Context: an optimization exercise on an open-source flow, tuned for small area. The choices shown serve that exercise and are no tape-out recipe.
Only simulation tests tie the RTL to the original design; equivalence was not proved.
No activity file was given, so power comes from the tool's default toggle rates.

==> flow/design.v <==
module UART_Register_Top(
    input               PCLK,
    input               PRESETn,
    output              irqreq,
    input       [31:0]  PADDR,
    input               PSEL,
    input               PENABLE,
    input               PWRITE,
    input       [31:0]  PWDATA,
    output              PREADY,
    output      [31:0]  PRDATA,
    output              PSLVERR,
    input               RxD,
    output              TxD
);
assign PREADY  = 1'b1;
assign PSLVERR = 1'b0;
wire       acc    = PSEL & PENABLE;
wire       a_lo   = (PADDR[7:3] == 5'd0);
wire       wr_acc = acc & PWRITE & a_lo;
wire       tx_push = wr_acc & (PADDR[2:0] == 3'd0);
wire       cr0_wr  = wr_acc & (PADDR[2:0] == 3'd3);
wire       cr1_wr  = wr_acc & (PADDR[2:0] == 3'd4);
reg  [9:0] div;
wire       tick = div[9] & ~div[8] & ~div[7] & ~div[6] & div[5] & div[4] &
                  ~div[3] & div[0];
always @(posedge PCLK or negedge PRESETn)
    if (~PRESETn) div <= 10'd627;
    else          div <= {div[8], div[7], div[6] | tick, div[5:0],
                          div[9] ^ div[2]};
reg  [127:0] mem;
reg  [4:0]   tidx;
wire         tx_empty = tidx[4];
wire         tx_full  = (tidx == 5'd15);
wire [7:0]   head     = mem[tidx[3:0]*8 +: 8];
wire         tx_done;
wire         tx_pop   = ((cr0_wr & PWDATA[0]) | tx_done) & ~tx_empty;
wire         tx_shift = tx_push & (~tx_full | tx_pop);
wire [7:0]   tx_din   = tx_full ? mem[127:120] : PWDATA[7:0];
always @(posedge PCLK)
    if (tx_shift) mem <= {mem[119:0], tx_din};
always @(posedge PCLK or negedge PRESETn)
    if (~PRESETn)                          tidx <= 5'h1f;
    else if (tx_push & ~tx_pop & ~tx_full) tidx <= tidx + 5'd1;
    else if (tx_pop & ~tx_push)            tidx <= tidx - 5'd1;
reg  [7:0] txbuf;
always @(posedge PCLK or negedge PRESETn)
    if (~PRESETn)    txbuf <= 8'd0;
    else if (tx_pop) txbuf <= head;
reg  [3:0] ts, tc;
assign     tx_done = (ts == 4'd1);
wire       t_wait  = (ts == 4'd2) | tx_done;
wire       t_run   = ts[3] | (ts == 4'd7) | (ts == 4'd0);
always @(posedge PCLK or negedge PRESETn)
    if (~PRESETn)            begin ts <= 4'd2; tc <= 4'd0; end
    else if (t_wait)         ts <= tx_pop ? 4'd7 : 4'd2;
    else if (t_run & tick)   {ts, tc} <= {ts, tc} + 8'd1;
assign TxD = ts[3] ? txbuf[ts[2:0]] : (ts != 4'd7);
reg  [3:0] rs, rc;
wire       r_done = (rs == 4'd1);
wire       r_run  = rs[3] | (rs == 4'd7) | (rs == 4'd0);
always @(posedge PCLK or negedge PRESETn)
    if (~PRESETn)                       begin rs <= 4'd3; rc <= 4'd0; end
    else if (r_run) begin
        if (tick)                       {rs, rc} <= {rs, rc} + 8'd1;
    end
    else if (rs == 4'd4) begin
        if (~RxD)                       rs <= 4'd7;
    end
    else if ((rs != 4'd3) | tick)       rs <= rs + 4'd1;
reg        s0, s1;
reg  [7:0] rdata;
wire       rbit = s1 & (RxD | s0);
always @(posedge PCLK) begin
    if (tick & (rc == 4'd7)) s0 <= RxD;
    if (tick & (rc == 4'd8)) s1 <= RxD;
    if (tick & (rc == 4'd9) & rs[3]) rdata <= {rbit, rdata[7:1]};
end
reg  [7:0] rxbuf;
reg        stopb;
always @(posedge PCLK or negedge PRESETn)
    if (~PRESETn)    begin rxbuf <= 8'd0; stopb <= 1'b0; end
    else if (r_done) begin rxbuf <= rdata; stopb <= RxD; end
assign irqreq = r_done;
reg  [7:0] cr0;
reg  [4:0] cr1;
always @(posedge PCLK or negedge PRESETn)
    if (~PRESETn)    cr0 <= 8'd0;
    else if (cr0_wr) cr0 <= PWDATA[7:0];
always @(posedge PCLK or negedge PRESETn)
    if (~PRESETn)    cr1 <= 5'd0;
    else if (cr1_wr) cr1 <= PWDATA[4:0];
wire       st0 = (rs == 4'd2);
reg        st1, st3;
always @(posedge PCLK or negedge PRESETn)
    if (~PRESETn) begin
        st1 <= 1'b0; st3 <= 1'b0;
    end else begin
        st1 <= tx_empty;
        st3 <= r_done & ~stopb;
    end
reg  [7:0] rd8;
always @(*)
    case (PADDR[7:0])
        8'h00:   rd8 = txbuf;
        8'h01:   rd8 = rxbuf;
        8'h03:   rd8 = cr0;
        8'h04:   rd8 = {3'd0, cr1};
        8'h05:   rd8 = {4'd0, st3, st1, st1, st0};
        default: rd8 = 8'd0;
    endcase
assign PRDATA = {24'd0, rd8};
endmodule
Settings: LEC_CHECK=0, CAP_MARGIN=20, CORE_MARGIN=2, CORE_UTILIZATION=60, SLEW_MARGIN=20; clock period 10.0 ns.
standard.sh (not shown) runs the stock make flow with config.mk's settings and CLKGATE_MAP_FILE= SYNTH_SCRIPT=/design/flow/synth_recipe.tcl, a recipe that flattens the netlist after the stock synthesis.
==> flow/flow/run.sh <==
#!/bin/bash
# Own layout flow: the standard flow (standard synthesis unchanged),
# with smaller port buffers and a clock tree of clkbuf_8 cells without
# dummy loads. make's full output goes to flow_make.log here; ORFS keeps
# each step's log under orfs/logs/.
set -euo pipefail
CTS="-sink_clustering_enable -repair_clock_nets -dont_use_dummy_load"
CTS="$CTS -buf_list sky130_fd_sc_hd__clkbuf_4"
CTS="$CTS -sink_clustering_size 10 -sink_clustering_max_diameter 50"
bash standard.sh \
    "BUFFER_PORTS_ARGS=-buffer_cell sky130_fd_sc_hd__buf_1" \
    "CTS_ARGS=$CTS" \
    SKIP_REPAIR_TIE_FANOUT=1 \
    finish > flow_make.log 2>&1
test -f out/final.def
==> next run, changes <==
--- a/flow/design.v
+++ b/flow/design.v
@@ -22,4 +22,5 @@
 wire       cr0_wr  = wr_acc & (PADDR[2:0] == 3'd3);
 wire       cr1_wr  = wr_acc & (PADDR[2:0] == 3'd4);
+wire       rxb_rd  = acc & ~PWRITE & a_lo & (PADDR[2:0] == 3'd1);
 reg  [9:0] div;
 wire       tick = div[9] & ~div[8] & ~div[7] & ~div[6] & div[5] & div[4] &
@@ -91,12 +92,21 @@
     if (~PRESETn)    cr1 <= 5'd0;
     else if (cr1_wr) cr1 <= PWDATA[4:0];
+reg  [4:0] rcnt;
+wire       rx_full  =  rcnt[4] & ~rcnt[2] &  rcnt[0];
+wire       rx_empty = ~rcnt[3] &  rcnt[1] & ~rcnt[0];
 wire       st0 = (rs == 4'd2);
-reg        st1, st3;
+reg        st1, st3, st4;
+wire       rx_wr = st0 & cr0[1];
+always @(posedge PCLK or negedge PRESETn)
+    if (~PRESETn)                           rcnt <= 5'd2;
+    else if (rx_wr & ~rxb_rd & ~rx_full)    rcnt <= {rcnt[3:0], rcnt[4] ^ rcnt[0]};
+    else if (rxb_rd & ~rx_wr & ~rx_empty)   rcnt <= {rcnt[0] ^ rcnt[1], rcnt[4:1]};
 always @(posedge PCLK or negedge PRESETn)
     if (~PRESETn) begin
-        st1 <= 1'b0; st3 <= 1'b0;
+        st1 <= 1'b0; st3 <= 1'b0; st4 <= 1'b0;
     end else begin
         st1 <= tx_empty;
         st3 <= r_done & ~stopb;
+        st4 <= rx_full & cr0_wr & PWDATA[1];
     end
 reg  [7:0] rd8;
@@ -107,5 +117,5 @@
         8'h03:   rd8 = cr0;
         8'h04:   rd8 = {3'd0, cr1};
-        8'h05:   rd8 = {4'd0, st3, st1, st1, st0};
+        8'h05:   rd8 = {3'd0, st4, st3, st1, st1, st0};
         default: rd8 = 8'd0;
     endcase
Effect: The changed run produced a clean layout; power came out higher by about 2.6%; via count is higher by 1.9%; global-route usage goes down by 0.37 points; routed wire length rises by about 2.7%; clock power is higher by about 2%; die area grows by 4.0%; area after synthesis increases by about 4%; register-to-register slack gets better by 0.08 ns; synthesized cell count increases by 0.78%.

## old
UART_Register_Top, a different RTL version from the one above (not shown whole).
Size: roughly 500 cells after synthesis, ~200 flip-flops, about 110 I/O pins, roughly 8400 sq um of cells after synthesis.
==> module UART_Register_Top, before the edit <==
module UART_Register_Top(
    input               PCLK,
    input               PRESETn,
    output              irqreq,
    input       [31:0]  PADDR,
    input               PSEL,
    input               PENABLE,
    input               PWRITE,
    input       [31:0]  PWDATA,
    output              PREADY,
    output      [31:0]  PRDATA,
    output              PSLVERR,
    input               RxD,
    output              TxD
);
assign PREADY  = 1'b1;
assign PSLVERR = 1'b0;
wire       acc    = PSEL & PENABLE;
wire       a_lo   = (PADDR[7:3] == 5'd0);
wire       wr_acc = acc & PWRITE & a_lo;
wire       tx_push = wr_acc & (PADDR[2:0] == 3'd0);
wire       cr0_wr  = wr_acc & (PADDR[2:0] == 3'd3);
wire       cr1_wr  = wr_acc & (PADDR[2:0] == 3'd4);
reg  [9:0] div;
wire       tick = div[9] & ~div[8] & ~div[7] & ~div[6] & div[5] & div[4] &
                  ~div[3] & div[0];
always @(posedge PCLK or negedge PRESETn)
    if (~PRESETn) div <= 10'd627;
    else          div <= {div[8], div[7], div[6] | tick, div[5:0],
                          div[9] ^ div[2]};
reg  [127:0] mem;
reg  [4:0]   tidx;
wire         tx_empty = tidx[4];
wire         tx_full  = (tidx == 5'd15);
wire [7:0]   head     = mem[tidx[3:0]*8 +: 8];
wire         tx_done;
wire         tx_pop   = ((cr0_wr & PWDATA[0]) | tx_done) & ~tx_empty;
wire         tx_shift = tx_push & (~tx_full | tx_pop);
wire         t_up     = tx_push & ~tx_pop & ~tx_full;
wire         t_dn     = tx_pop & ~tx_push;
wire [7:0]   tx_din   = tx_full ? mem[127:120] : PWDATA[7:0];
always @(posedge PCLK)
    if (tx_shift) mem <= {mem[119:0], tx_din};
always @(posedge PCLK or negedge PRESETn)
    if (~PRESETn)                          tidx <= 5'h1f;
    else                                   tidx <= tidx + {{4{t_dn}}, t_up | t_dn};
reg  [7:0] txbuf;
always @(posedge PCLK or negedge PRESETn)
    if (~PRESETn)    txbuf <= 8'd0;
    else if (tx_pop) txbuf <= head;
reg  [3:0] ts, tc;
assign     tx_done = (ts == 4'd1);
wire       t_wait  = (ts == 4'd6) | tx_done;
wire       t_run   = ts[3] | (ts == 4'd7) | (ts == 4'd0);
wire [7:0] tsc = {ts, tc} + {7'd0, t_run & tick};
always @(posedge PCLK or negedge PRESETn)
    if (~PRESETn) begin
        ts <= 4'd6; tc <= 4'd0;
    end else begin
        tc <= tsc[3:0];
        ts <= t_wait ? {3'b011, tx_pop} : tsc[7:4];
    end
assign TxD = ts[3] ? txbuf[ts[2:0]] : (ts != 4'd7);
reg  [3:0] rs, rc;
wire       r_done = (rs == 4'd1);
wire       r_ad   = (rs == 4'd2);
wire       r_run  = rs[3] | (rs == 4'd7) | (rs == 4'd0);
wire [4:0] rcn    = {1'b0, rc} + {4'd0, r_run & tick};
wire       r_step = rcn[4] | r_done | ((rs == 4'd5) & tick) | ((rs == 4'd6) & ~RxD);
always @(posedge PCLK or negedge PRESETn)
    if (~PRESETn) begin
        rs <= 4'd5; rc <= 4'd0;
    end else begin
        rc <= rcn[3:0];
        rs <= rs + {2'd0, r_ad, r_ad | r_step};
    end
reg        s0, s1;
reg  [7:0] rdata;
wire       rbit = s1 & (RxD | s0);
always @(posedge PCLK) begin
    if (tick & (rc == 4'd7)) s0 <= RxD;
    if (tick & (rc == 4'd8)) s1 <= RxD;
    if (tick & (rc == 4'd9) & rs[3]) rdata <= {rbit, rdata[7:1]};
end
reg  [7:0] rxbuf;
reg        stopb;
always @(posedge PCLK or negedge PRESETn)
    if (~PRESETn)    begin rxbuf <= 8'd0; stopb <= 1'b0; end
    else if (r_done) begin rxbuf <= rdata; stopb <= RxD; end
assign irqreq = r_done;
reg  [7:0] cr0;
reg  [4:0] cr1;
always @(posedge PCLK or negedge PRESETn)
    if (~PRESETn)    cr0 <= 8'd0;
    else if (cr0_wr) cr0 <= PWDATA[7:0];
always @(posedge PCLK or negedge PRESETn)
    if (~PRESETn)    cr1 <= 5'd0;
    else if (cr1_wr) cr1 <= PWDATA[4:0];
wire       st0 = r_ad;
reg        st1, st3;
always @(posedge PCLK or negedge PRESETn)
    if (~PRESETn) begin
        st1 <= 1'b0; st3 <= 1'b0;
    end else begin
        st1 <= tx_empty;
        st3 <= r_done & ~stopb;
    end
reg  [7:0] rd8;
always @(*)
    case (PADDR[7:0])
        8'h00:   rd8 = txbuf;
        8'h01:   rd8 = rxbuf;
        8'h03:   rd8 = cr0;
        8'h04:   rd8 = {3'd0, cr1};
        8'h05:   rd8 = {4'd0, st3, st1, st1, st0};
        default: rd8 = 8'd0;
    endcase
assign PRDATA = {24'd0, rd8};
endmodule
export LEC_CHECK = 0
export CAP_MARGIN = 20
export CORE_MARGIN = 2
export CORE_UTILIZATION = 60
export SLEW_MARGIN = 20
create_clock -name core_clock -period 10.0 [get_ports {PCLK}]
==> flow/flow/run.sh <==
#!/bin/bash
# Own layout flow: the standard flow (standard synthesis unchanged),
# with buf_1 port buffers, one tie cell per constant instead of one per
# constant output, and a clock tree of clkbuf_4 cells (clusters of at most
# 10 flip-flops) without dummy loads. make's full output goes to
# flow_make.log here; ORFS keeps each step's log under orfs/logs/.
set -euo pipefail
CTS="-sink_clustering_enable -repair_clock_nets -dont_use_dummy_load"
CTS="$CTS -buf_list sky130_fd_sc_hd__clkbuf_4"
CTS="$CTS -sink_clustering_size 10 -sink_clustering_max_diameter 50"
bash standard.sh \
    "BUFFER_PORTS_ARGS=-buffer_cell sky130_fd_sc_hd__buf_1" \
    "CTS_ARGS=$CTS" \
    SKIP_REPAIR_TIE_FANOUT=1 \
    finish > flow_make.log 2>&1
test -f out/final.def
Setup changes, old to new
diff --git a/flow/design.v b/flow/design.v
--- a/flow/design.v
+++ b/flow/design.v
@@ -20,8 +20,9 @@
 wire       wr_acc = acc & PWRITE & a_lo;
 wire       tx_push = wr_acc & (PADDR[2:0] == 3'd0);
 wire       cr0_wr  = wr_acc & (PADDR[2:0] == 3'd3);
 wire       cr1_wr  = wr_acc & (PADDR[2:0] == 3'd4);
+wire       rxb_rd  = acc & ~PWRITE & a_lo & (PADDR[2:0] == 3'd1);
 reg  [9:0] div;
 wire       tick = div[9] & ~div[8] & ~div[7] & ~div[6] & div[5] & div[4] &
                   ~div[3] & div[0];
 always @(posedge PCLK or negedge PRESETn)
@@ -95,25 +96,34 @@
     else if (cr0_wr) cr0 <= PWDATA[7:0];
 always @(posedge PCLK or negedge PRESETn)
     if (~PRESETn)    cr1 <= 5'd0;
     else if (cr1_wr) cr1 <= PWDATA[4:0];
+reg  [4:0] rcnt;
+wire       rx_full  =  rcnt[4] & ~rcnt[2] &  rcnt[0];
+wire       rx_empty = ~rcnt[3] &  rcnt[1] & ~rcnt[0];
 wire       st0 = r_ad;
-reg        st1, st3;
+reg        st1, st3, st4;
+wire       rx_wr = st0 & cr0[1];
+always @(posedge PCLK or negedge PRESETn)
+    if (~PRESETn)                           rcnt <= 5'd2;
+    else if (rx_wr & ~rxb_rd & ~rx_full)    rcnt <= {rcnt[3:0], rcnt[4] ^ rcnt[0]};
+    else if (rxb_rd & ~rx_wr & ~rx_empty)   rcnt <= {rcnt[0] ^ rcnt[1], rcnt[4:1]};
 always @(posedge PCLK or negedge PRESETn)
     if (~PRESETn) begin
-        st1 <= 1'b0; st3 <= 1'b0;
+        st1 <= 1'b0; st3 <= 1'b0; st4 <= 1'b0;
     end else begin
         st1 <= tx_empty;
         st3 <= r_done & ~stopb;
+        st4 <= rx_full & cr0_wr & PWDATA[1];
     end
 reg  [7:0] rd8;
 always @(*)
     case (PADDR[7:0])
         8'h00:   rd8 = txbuf;
         8'h01:   rd8 = rxbuf;
         8'h03:   rd8 = cr0;
         8'h04:   rd8 = {3'd0, cr1};
-        8'h05:   rd8 = {4'd0, st3, st1, st1, st0};
+        8'h05:   rd8 = {3'd0, st4, st3, st1, st1, st0};
         default: rd8 = 8'd0;
     endcase
 assign PRDATA = {24'd0, rd8};
 endmodule
--- outcome ---
- new went all the way through the flow, and no timing, DRC or antenna check failed.
- old finished end to end and its layout was clean on timing, DRC and antenna.
- Wire: new routes more than old
- Lower gate count of the mapped netlist was reported by old, not new.
- Comparing new and old, the lower delay of the slowest cell on the worst path was measured on old.
- On new: sequential share of layout area is 1.2 points lower than what old gave.
- Compared with old, new shows a higher count of unique library cells instantiated by Yosys.
- Power: new draws more than old
- sky130_fd_sc_hd__buf_1 as the cell with the biggest individual delay on the critical path was reported by new, and sky130_fd_sc_hd__or4_4 by old.
- Against old, worst setup slack in new came out better.

==> port drivers added, routing unchanged <==
Ports are ideal in the flow. The routed layouts listed here were re-timed in OpenROAD. Step 1 assumes that a clkbuf_16 drives the clock port and a buf_2 every other input. Step 2 times the ports against the registers' clock, not the clock port: input delays grow and output delays shrink by t, the midpoint of the rising clock arrivals with the driver on. a / b / c = ideal ports / drivers / drivers and shift; a / b = the first two.
| run | t (ns) | slack for setup (ns) | worst setup path at the end | worst register clock-pin slew, ns | worst slew at a driven data input, ns |
|---|---|---|---|---|---|
| the first run of note 1 | 0.639 | 4.036 / 4.014 / 4.014 | input to output | 0.12 / 0.12 | 0.04 |
| the second run of note 1 | 0.637 | 4.314 / 4.288 / 4.288 | input to output | 0.11 / 0.11 | 0.03 |
| old | 0.625 | 4.096 / 4.076 / 4.076 | input to output | 0.11 / 0.11 | 0.04 |
| new | 0.653 | 4.425 / 4.398 / 4.234 | input to register | 0.11 / 0.11 | 0.03 |
After both steps every run listed still meets setup and hold. The setup slack of new, which loses most, moves by -0.027 ns with the drivers and by -0.191 ns with both steps.
